This design comes from an exercise in tuning for a short achievable clock period and few clock cycles on the open sky130 flow, not from production work.
Function was checked by simulation only, so behaviour that the tests miss may differ from the original.
Power is estimated from default activity; no workload was simulated.

--- design/flow/design.v ---
`timescale 1ns / 1ps
module ControlUnit (
    input  logic        clk,
    input  logic        reset,
    input  logic [31:0] instrCode,
    output logic        PCEn,
    output logic        regFileWe,
    output logic [ 3:0] aluControl,
    output logic        aluSrcMuxSel,
    output logic        busWe,
    output logic [ 2:0] RFWDSrcMuxSel,
    output logic        branch,
    output logic        jal,
    output logic        jalr,
    output logic        transfer,
    input  logic        ready
);
    wire  [ 6:0] opcode = instrCode[6:0];
    wire  [ 3:0] operator = {instrCode[30], instrCode[14:12]};
    logic [10:0] signals;
    assign {PCEn, regFileWe, aluSrcMuxSel, busWe, RFWDSrcMuxSel, branch, jal, jalr, transfer} = signals;
    typedef enum {
        FETCH,
        DECODE,
        R_EXE,
        I_EXE,
        B_EXE,
        LU_EXE,
        AU_EXE,
        J_EXE,
        JL_EXE,
        S_EXE,
        S_MEM,
        L_EXE,
        L_MEM,
        L_WB
    } state_e;
    state_e state, next_state;
    always_ff @(posedge clk, posedge reset) begin
        if (reset) begin
            state <= FETCH;
        end else begin
            state <= next_state;
        end
    end
    always_comb begin
        next_state = state;
        case (state)
            FETCH:  next_state = DECODE;
            DECODE: begin
                case (opcode)
                    7'b0110011:  next_state = R_EXE;
                    7'b0010011:  next_state = I_EXE;
                    7'b1100011:  next_state = B_EXE;
                    7'b0110111: next_state = LU_EXE;
                    7'b0010111: next_state = AU_EXE;
                    7'b1101111:  next_state = J_EXE;
                    7'b1100111: next_state = JL_EXE;
                    7'b0100011:  next_state = S_EXE;
                    7'b0000011:  next_state = L_EXE;
                endcase
            end
            R_EXE:  next_state = FETCH;
            I_EXE:  next_state = FETCH;
            B_EXE:  next_state = FETCH;
            LU_EXE: next_state = FETCH;
            AU_EXE: next_state = FETCH;
            J_EXE:  next_state = FETCH;
            JL_EXE: next_state = FETCH;
            S_EXE:  next_state = S_MEM;
            S_MEM:  if (ready) next_state = FETCH;
            L_EXE:  next_state = L_MEM;
            L_MEM:  if (ready) next_state = L_WB;
            L_WB:   next_state = FETCH;
        endcase
    end
    always_comb begin
        signals = 11'b0;
        aluControl = 4'b0000;
        case (state)
            FETCH:  signals = 11'b1_0_0_0_000_0_0_0_0;
            DECODE: signals = 11'b0_0_0_0_000_0_0_0_0;
            R_EXE: begin
                signals = 11'b0_1_0_0_000_0_0_0_0;
                aluControl = operator;
            end
            I_EXE: begin
                signals = 11'b0_1_1_0_000_0_0_0_0;
                if (operator == 4'b1101) aluControl = operator;
                else aluControl = {1'b0, operator[2:0]};
            end
            B_EXE: begin
                signals = 11'b0_0_0_0_000_1_0_0_0;
                aluControl = operator;
            end
            LU_EXE: signals = 11'b0_1_0_0_010_0_0_0_0;
            AU_EXE: signals = 11'b0_1_0_0_011_0_0_0_0;
            J_EXE:  signals = 11'b0_1_0_0_100_0_1_0_0;
            JL_EXE: signals = 11'b0_1_0_0_100_0_1_1_0;
            S_EXE:  signals = 11'b0_0_1_0_000_0_0_0_0;
            S_MEM:  signals = 11'b0_0_1_1_000_0_0_0_1;
            L_EXE:  signals = 11'b0_0_1_0_001_0_0_0_0;
            L_MEM:  signals = 11'b0_0_1_0_001_0_0_0_1;
            L_WB:   signals = 11'b0_1_1_0_001_0_0_0_0;
        endcase
    end
endmodule
`timescale 1ns / 1ps
module DataPath (
    input  logic        clk,
    input  logic        reset,
    input  logic [31:0] instrCode,
    output logic [31:0] instrMemAddr,
    input  logic        PCEn,
    input  logic        regFileWe,
    input  logic [ 3:0] aluControl,
    input  logic        aluSrcMuxSel,
    input  logic [ 2:0] RFWDSrcMuxSel,
    input  logic        branch,
    input  logic        jal,
    input  logic        jalr,
    output logic [31:0] busAddr,
    output logic [31:0] busWData,
    input  logic [31:0] busRData
);
    logic [31:0] aluResult, ExeReg_aluResult;
    logic [31:0] RFData1, RFData2, DecReg_RFData1, DecReg_RFData2, ExeReg_RFData2;
    logic [31:0] PCSrcData, PCOutData, PC_Imm_AdderSrcMuxOut;
    logic [31:0] aluSrcMuxOut, immExt, DecReg_immExt, RFWDSrcMuxOut;
    logic [31:0] PC_4_AdderResult, PC_Imm_AdderResult, PCSrcMuxOut, ExeReg_PCSrcMuxOut;
    logic [31:0] MemAccReg_busRData;
    logic PCSrcMuxSel;
    logic btaken;
    assign instrMemAddr = PCOutData;
    assign busAddr = ExeReg_aluResult;
    assign busWData = ExeReg_RFData2;
    RegisterFile U_RegFile (
        .clk(clk),
        .we (regFileWe),
        .RA1(instrCode[19:15]),
        .RA2(instrCode[24:20]),
        .WA (instrCode[11:7]),
        .WD (RFWDSrcMuxOut),
        .RD1(RFData1),
        .RD2(RFData2)
    );
    register U_DecReg_RFRD1 (
        .clk  (clk),
        .reset(reset),
        .d    (RFData1),
        .q    (DecReg_RFData1)
    );
    register U_DecReg_RFRD2 (
        .clk  (clk),
        .reset(reset),
        .d    (RFData2),
        .q    (DecReg_RFData2)
    );
    register U_ExeReg_RFRD2 (
        .clk  (clk),
        .reset(reset),
        .d    (DecReg_RFData2),
        .q    (ExeReg_RFData2)
    );
    mux_2x1 U_AluSrcMux (
        .sel(aluSrcMuxSel),
        .x0 (DecReg_RFData2),
        .x1 (DecReg_immExt),
        .y  (aluSrcMuxOut)
    );
    register U_MemAccReg_ReadData (
        .clk  (clk),
        .reset(reset),
        .d    (busRData),
        .q    (MemAccReg_busRData)
    );
    mux_5x1 U_RFWDSrcMux (
        .sel(RFWDSrcMuxSel),
        .x0 (aluResult),
        .x1 (MemAccReg_busRData),
        .x2 (DecReg_immExt),
        .x3 (PC_Imm_AdderResult),
        .x4 (PC_4_AdderResult),
        .y  (RFWDSrcMuxOut)
    );
    alu U_ALU (
        .aluControl(aluControl),
        .a         (DecReg_RFData1),
        .b         (aluSrcMuxOut),
        .result    (aluResult),
        .btaken    (btaken)
    );
    register U_ExeReg_ALU (
        .clk  (clk),
        .reset(reset),
        .d    (aluResult),
        .q    (ExeReg_aluResult)
    );
    immExtend U_ImmExtend (
        .instrCode(instrCode),
        .immExt   (immExt)
    );
    register U_DecReg_ImmExtend (
        .clk  (clk),
        .reset(reset),
        .d    (immExt),
        .q    (DecReg_immExt)
    );
    mux_2x1 U_PC_Imm_AdderSrcMux (
        .sel(jalr),
        .x0 (PCOutData),
        .x1 (DecReg_RFData1),
        .y  (PC_Imm_AdderSrcMuxOut)
    );
    adder U_PC_Imm_Adder (
        .a(DecReg_immExt),
        .b(PC_Imm_AdderSrcMuxOut),
        .y(PC_Imm_AdderResult)
    );
    adder U_PC_4_Adder (
        .a(32'd4),
        .b(PCOutData),
        .y(PC_4_AdderResult)
    );
    assign PCSrcMuxSel = jal | (btaken & branch);
    mux_2x1 U_PCSrcMux (
        .sel(PCSrcMuxSel),
        .x0 (PC_4_AdderResult),
        .x1 (PC_Imm_AdderResult),
        .y  (PCSrcMuxOut)
    );
    register U_ExeReg_PCSrcMux (
        .clk  (clk),
        .reset(reset),
        .d    (PCSrcMuxOut),
        .q    (ExeReg_PCSrcMuxOut)
    );
    registerEn U_PC (
        .clk  (clk),
        .reset(reset),
        .en   (PCEn),
        .d    (ExeReg_PCSrcMuxOut),
        .q    (PCOutData)
    );
endmodule
module alu (
    input  logic [ 3:0] aluControl,
    input  logic [31:0] a,
    input  logic [31:0] b,
    output logic [31:0] result,
    output logic        btaken
);
    always_comb begin
        result = 32'bx;
        case (aluControl)
            4'b0000:  result = a + b;
            4'b1000:  result = a - b;
            4'b0001:  result = a << b[4:0];
            4'b0101:  result = a >> b[4:0];
            4'b1101:  result = $signed(a) >>> b[4:0];
            4'b0010:  result = ($signed(a) < $signed(b)) ? 1 : 0;
            4'b0011: result = (a < b) ? 1 : 0;
            4'b0100:  result = a ^ b;
            4'b0110:   result = a | b;
            4'b0111:  result = a & b;
        endcase
    end
    always_comb begin : branch
        btaken = 1'b0;
        case (aluControl[2:0])
            3'b000:  btaken = (a == b);
            3'b001:  btaken = (a != b);
            3'b100:  btaken = ($signed(a) < $signed(b));
            3'b101:  btaken = ($signed(a) >= $signed(b));
            3'b110: btaken = (a < b);
            3'b111: btaken = (a >= b);
        endcase
    end
endmodule
module RegisterFile (
    input  logic        clk,
    input  logic        we,
    input  logic [ 4:0] RA1,
    input  logic [ 4:0] RA2,
    input  logic [ 4:0] WA,
    input  logic [31:0] WD,
    output logic [31:0] RD1,
    output logic [31:0] RD2
);
    logic [31:0] mem[0:2**5-1];
    always_ff @(posedge clk) begin
        if (we) mem[WA] <= WD;
    end
    assign RD1 = (RA1 != 0) ? mem[RA1] : 32'b0;
    assign RD2 = (RA2 != 0) ? mem[RA2] : 32'b0;
endmodule
module registerEn (
    input  logic        clk,
    input  logic        reset,
    input  logic        en,
    input  logic [31:0] d,
    output logic [31:0] q
);
    always_ff @(posedge clk, posedge reset) begin
        if (reset) begin
            q <= 0;
        end else begin
            if (en) q <= d;
        end
    end
endmodule
module register (
    input  logic        clk,
    input  logic        reset,
    input  logic [31:0] d,
    output logic [31:0] q
);
    always_ff @(posedge clk, posedge reset) begin
        if (reset) begin
            q <= 0;
        end else begin
            q <= d;
        end
    end
endmodule
module adder (
    input  logic [31:0] a,
    input  logic [31:0] b,
    output logic [31:0] y
);
    assign y = a + b;
endmodule
module mux_2x1 (
    input  logic        sel,
    input  logic [31:0] x0,
    input  logic [31:0] x1,
    output logic [31:0] y
);
    always_comb begin
        y = 32'bx;
        case (sel)
            1'b0: y = x0;
            1'b1: y = x1;
        endcase
    end
endmodule
module mux_5x1 (
    input  logic [ 2:0] sel,
    input  logic [31:0] x0,
    input  logic [31:0] x1,
    input  logic [31:0] x2,
    input  logic [31:0] x3,
    input  logic [31:0] x4,
    output logic [31:0] y
);
    always_comb begin
        y = 32'bx;
        case (sel)
            3'b000: y = x0;
            3'b001: y = x1;
            3'b010: y = x2;
            3'b011: y = x3;
            3'b100: y = x4;
        endcase
    end
endmodule
module immExtend (
    input  logic [31:0] instrCode,
    output logic [31:0] immExt
);
    wire [6:0] opcode = instrCode[6:0];
    wire [2:0] func3 = instrCode[14:12];
    always_comb begin
        immExt = 32'bx;
        case (opcode)
            7'b0110011: immExt = 32'bx;   
            7'b0000011: immExt = {{20{instrCode[31]}}, instrCode[31:20]};
            7'b0100011:
            immExt = {
                {20{instrCode[31]}}, instrCode[31:25], instrCode[11:7]
            };   
            7'b0010011: begin
                case (func3)
                    3'b001:  immExt = {27'b0, instrCode[24:20]};   
                    3'b101:  immExt = {27'b0, instrCode[24:20]};   
                    3'b011:  immExt = {{20{instrCode[31]}}, instrCode[31:20]};   
                    default: immExt = {{20{instrCode[31]}}, instrCode[31:20]};
                endcase
            end
            7'b1100011:
            immExt = {
                {20{instrCode[31]}},
                instrCode[7],
                instrCode[30:25],
                instrCode[11:8],
                1'b0
            };
            7'b0110111: immExt = {instrCode[31:12], 12'b0};
            7'b0010111: immExt = {instrCode[31:12], 12'b0};
            7'b1101111:
            immExt = {
                {12{instrCode[31]}},
                instrCode[19:12],
                instrCode[20],
                instrCode[30:21],
                1'b0
            };
            7'b1100111: immExt = {{20{instrCode[31]}}, instrCode[31:20]};
        endcase
    end
endmodule
`timescale 1ns / 1ps
module CPU_RV32I (
    input  logic        clk,
    input  logic        reset,
    input  logic [31:0] instrCode,
    output logic [31:0] instrMemAddr,
    output logic        busWe,
    output logic [31:0] busAddr,
    output logic [31:0] busWData,
    input  logic [31:0] busRData,
    output logic        transfer,
    input  logic        ready
);
    logic       PCEn;
    logic       regFileWe;
    logic [3:0] aluControl;
    logic       aluSrcMuxSel;
    logic [2:0] RFWDSrcMuxSel;
    logic       branch;
    logic       jal;
    logic       jalr;
    ControlUnit U_ControlUnit (.*);
    DataPath U_DataPath (.*);
endmodule
--- design/flow/run.sh ---
#!/bin/bash
# synth_recipe.tcl (not shown) runs the flow's synth.tcl, then flattens the netlist and writes it again
# the make line also repeats each setting of config.mk as NAME=value (left out here)
make -C /OpenROAD-flow-scripts/flow DESIGN_CONFIG=/design/flow/config.mk WORK_HOME=/design/flow/orfs CLKGATE_MAP_FILE= SYNTH_SCRIPT=/design/flow/synth_recipe.tcl finish
--- design/flow/config.mk ---
export PLATFORM = sky130hd
export DESIGN_NAME = CPU_RV32I
export DESIGN_NICKNAME = CPU_RV32I
export VERILOG_FILES = /design/flow/design.v
export SDC_FILE = /design/flow/constraint.sdc
export NUM_CORES = 4
export LEC_CHECK = 0
export CAP_MARGIN = 20
export CORE_MARGIN = 2
export CORE_UTILIZATION = 40
export SLEW_MARGIN = 20
--- design/flow/constraint.sdc ---
create_clock -name core_clock -period 8.0 [get_ports {clk}]
set_input_delay 1.6000 -clock core_clock [delete_from_list [all_inputs] [get_ports {clk}]]
set_output_delay 1.6000 -clock core_clock [all_outputs]
set_load 0.01 [all_outputs]
==> summary.txt <==
-- final cells by class --
class / instances / area share, %
diodes: 7 / 0.02258
inverters: 126 / 0.6146
repair buffers: 326 / 3.855
clock buffers: 192 / 5.093
flip-flops and latches: 1284 / 48.03
clock inverters: 69 / 0.8049
well taps: 2218 / 3.578
multi-input cells: 2814 / 38.00
-- final timing paths --
kind / slack (ps) / from / endpoint
worst max-delay path: 750 / U_ControlUnit.state[1] / U_DataPath.U_RegFile.mem[24][26]
worst min-delay path: 430 / U_DataPath.U_DecReg_RFRD2.q[4] / U_DataPath.U_ExeReg_RFRD2.q[4]
worst max register to register: 750 / U_ControlUnit.state[1] / U_DataPath.U_RegFile.mem[24][26]
worst min register to register: 430 / U_DataPath.U_DecReg_RFRD2.q[4] / U_DataPath.U_ExeReg_RFRD2.q[4]
max in group asynchronous: 5260 / reset / U_DataPath.U_DecReg_RFRD1.q[31]
min in group asynchronous: 1040 / reset / U_DataPath.U_PC.q[21]
-- cell usage in the layout (no fill, tap or decap), drive strengths merged, types with 51 or more instances in the layout --
master / n
a21o: 60
a21oi: 225
buf: 172
clkbuf: 192
clkdlybuf4s50: 154
clkinv: 51
dfrtp: 260
edfxtp: 1024
ha: 122
inv: 135
mux2: 97
mux2i: 120
mux4: 640
nand2: 175
nand3: 92
nor2: 321
nor3: 61
o211ai: 62
o21ai: 196
-- state kept, by name, indices dropped and copies added, names as in the netlist --
name                               flops
U_DataPath.U_MemAccReg_ReadData.q     32
U_ControlUnit.state                    4
U_DataPath.U_PC.q                     32
U_DataPath.U_ExeReg_RFRD2.q           32
U_DataPath.U_ExeReg_PCSrcMux.q        32
U_DataPath.U_DecReg_ImmExtend.q       32
U_DataPath.U_RegFile.mem            1024
U_DataPath.U_DecReg_RFRD2.q           32
U_DataPath.U_DecReg_RFRD1.q           32
U_DataPath.U_ExeReg_ALU.q             32
-- critical path, delay by kind of cell, from the launching register on --
family	cells	cell delay (ps)
and+or+nand+nor	2	720
adders and majority gates	1	420
DFF	1	840
AOI/OAI and AO/OA	11	4270
buffers and inverters	3	540
-- through the flow --
| step | total power, mW | utilization [%] | setup WS [ps] | std cells | hold WS [ps] |
|---|---|---|---|---|---|
| floorplan | 15.34 | - | 1213 | 4557 | 348.6 |
| global placement | 19.85 | 43.05 | 880.5 | 6764 | 441.3 |
| detailed placement | 19.87 | 43.09 | 943.7 | 6767 | 428.7 |
| CTS | 26.34 | 45.80 | 886.2 | 7028 | 447.9 |
| global route | 27.42 | 45.81 | 516.2 | 7029 | 456.6 |
| finish | 26.59 | 45.82 | 745.5 | 7036 | 431.9 |
-- cell families after synthesis --
| logic type | share of synthesized area (%) |
|---|---|
| mux | 24.54 |
| flops | 54.70 |
| simple gates | 5.667 |
| compound gates | 9.263 |
| buf+inv | 2.627 |
| fa+ha+maj | 2.300 |
| xor+xnor | 0.9002 |
-- power by group --
group          switching, mW  internal, mW  total (mW)
clock network           2.79          3.69        6.49
registers              0.545          9.49        10.0
logic                   7.10          2.97        10.1
total                   10.4          16.1        26.6
-- metal layers --
metal / track usage, % / wire length [um]
met1: 37.62 / 96980
met2: 49.06 / 126900
met3: 5.241 / 20530
met4: 18.63 / 19300
met5: 0 / 8
==> impl_metrics.toml <==
[cells_and_area]
nNetsFinal = 4885
multi_input_area_mm2 = 0.02948
fin_area_mm2 = 0.07757
seqCellArea_mm2 = 0.03726
drive_above_1_share_pct = 25.40
area_growth_pct = 13.89
fillers = 14780

[synthesis]
syn_inst = 4557
netlist_area_mm2 = 0.06811
netlist.top_cell.by_area = "edfxtp_1"
ys_warn_count = 8
ys_seq_area_share_pct = 54.70
synthTopCellsByArea = "edfxtp_1 (45%), mux4_2 (21%), dfrtp_1 (9.6%)"
synth_most_common_cell = "edfxtp_1"
syn_nets = 4748
synth_edf_count = 1024
synth_top_area_share_pct = 45.15
synthDistinctLibCells = 98
yosys_most_used_dff = "edfxtp_1"
ys_ff_latch = 1284
avgSynthCellArea_um2 = 14.95
ys_top_cells_by_count = "edfxtp_1 (1,024), mux4_2 (640), nor2_1 (318)"
async_flop_share_pct = 20.25

[clock_network]
cts_max_level = 4
cts_setup_buffers = 0
hold_buffers = 0
cts.repair.resized = 0
cts_buffers = 142
cts_tree = "built"
insertion_delay_ps = 820
clock_sinks = 1284
ctsLongestPathBuffers = 3
path_clk_slew_ps = 60
cts-root-buf = "clkbuf_16"

[sta]
slew-limit-headroom_pct = 17.78
fin_crit_sh_pct = 90.68
worst_slew_pin_slew_ps = 1220
final-hold-violation-count = 0
grt_setup_unrepaired = "false"
fin_skew_ps = 45.35
slew_viol_final = 0
min_period_ps = 7254
finalSetupTns_ps = 0
clock.fmax_ghz = 0.1378
setup-violations-final = 0

[detailed_routing]
drtAntennaViolNets = 0
firstDrtPassIters = 9
num_vias = 46710
drt_wl_total_um = 263700
avgViaCountPerCell = 6.638
wl_per_cell_um = 37.48
post-route-drc-count = 0
drtIter0Drc = 5624

[power_and_ir_drop]
power.density_mw_per_mm2 = 342.8
ir_drop_uv = 178.4
p_leak_nw = 26.51

[status]
status = "complete, no violations"

[global_routing]
track_usage_pct = 30.15
grt-ovfl-total = 0
grt_first_pass_wirelength_um = 366600
grt_pass1_vias = 46480
antenna_found_initial = 7
grt_start_max_net_pins = 120

[floorplanning]
die_w_um = 416.6
ios = 165
core_area_mm2 = 0.1693
rows = 151
die_h_um = 416.6
initial_core_util_pct = 40.23
die_area_mm2 = 0.1736

[setup_path]
r2r_cells = 17
endpoint_kind = "flop"
critical_path_class = "flop to flop"
path_cells = "nor2b_1 -> o32ai_1 -> or2_2 -> inv_2 -> fa_1 -> a21o_1 -> a21oi_1 -> o21ai_0 -> buf_4 -> a2111oi_1 -> buf_4 -> o211ai_1 -> a221oi_1 -> o21ai_0 -> o32ai_1 -> o2111ai_1 -> o21a_1"
required_ps = 8370
cp-start-kind = "flop"
slowest_delay_ps = 840
worstPathMaxFanout = 32
slowest_stage = "dfrtp_1"
arrival_ps = 7620

[placed_design]
gp_congestion = 1.017
dp_hpwl_um = 176200
place_area_mm2 = 0.07295
numPortBuffers = 164

[hold_path]
holdPathStages = 0
hp-class = "flop to flop"

[job]
maxCapViolations = 0
Testbench counts, summed over its fixed seeds: cycles 151,838.

==> port drivers added, routing unchanged <==
Ports are ideal in the flow. The routed layout listed here was re-timed in OpenROAD. Step 1 assumes that a clkbuf_16 drives the clock port and a buf_2 every other input. Step 2 also shifts input and output timing later by t, the mid clock arrival at the registers, as if the neighbouring blocks saw the same clock. a / b / c = ideal ports / drivers / drivers and shift; a / b = the first two.
t, ns: 0.879
setup WS [ns]: 0.746 / 0.746 / 0.746
worst setup path after step 2: register to register
After both steps this run still meets setup and hold. For this run, drivers alone change the setup slack by 0.000 ns; drivers and shift together by 0.000 ns.
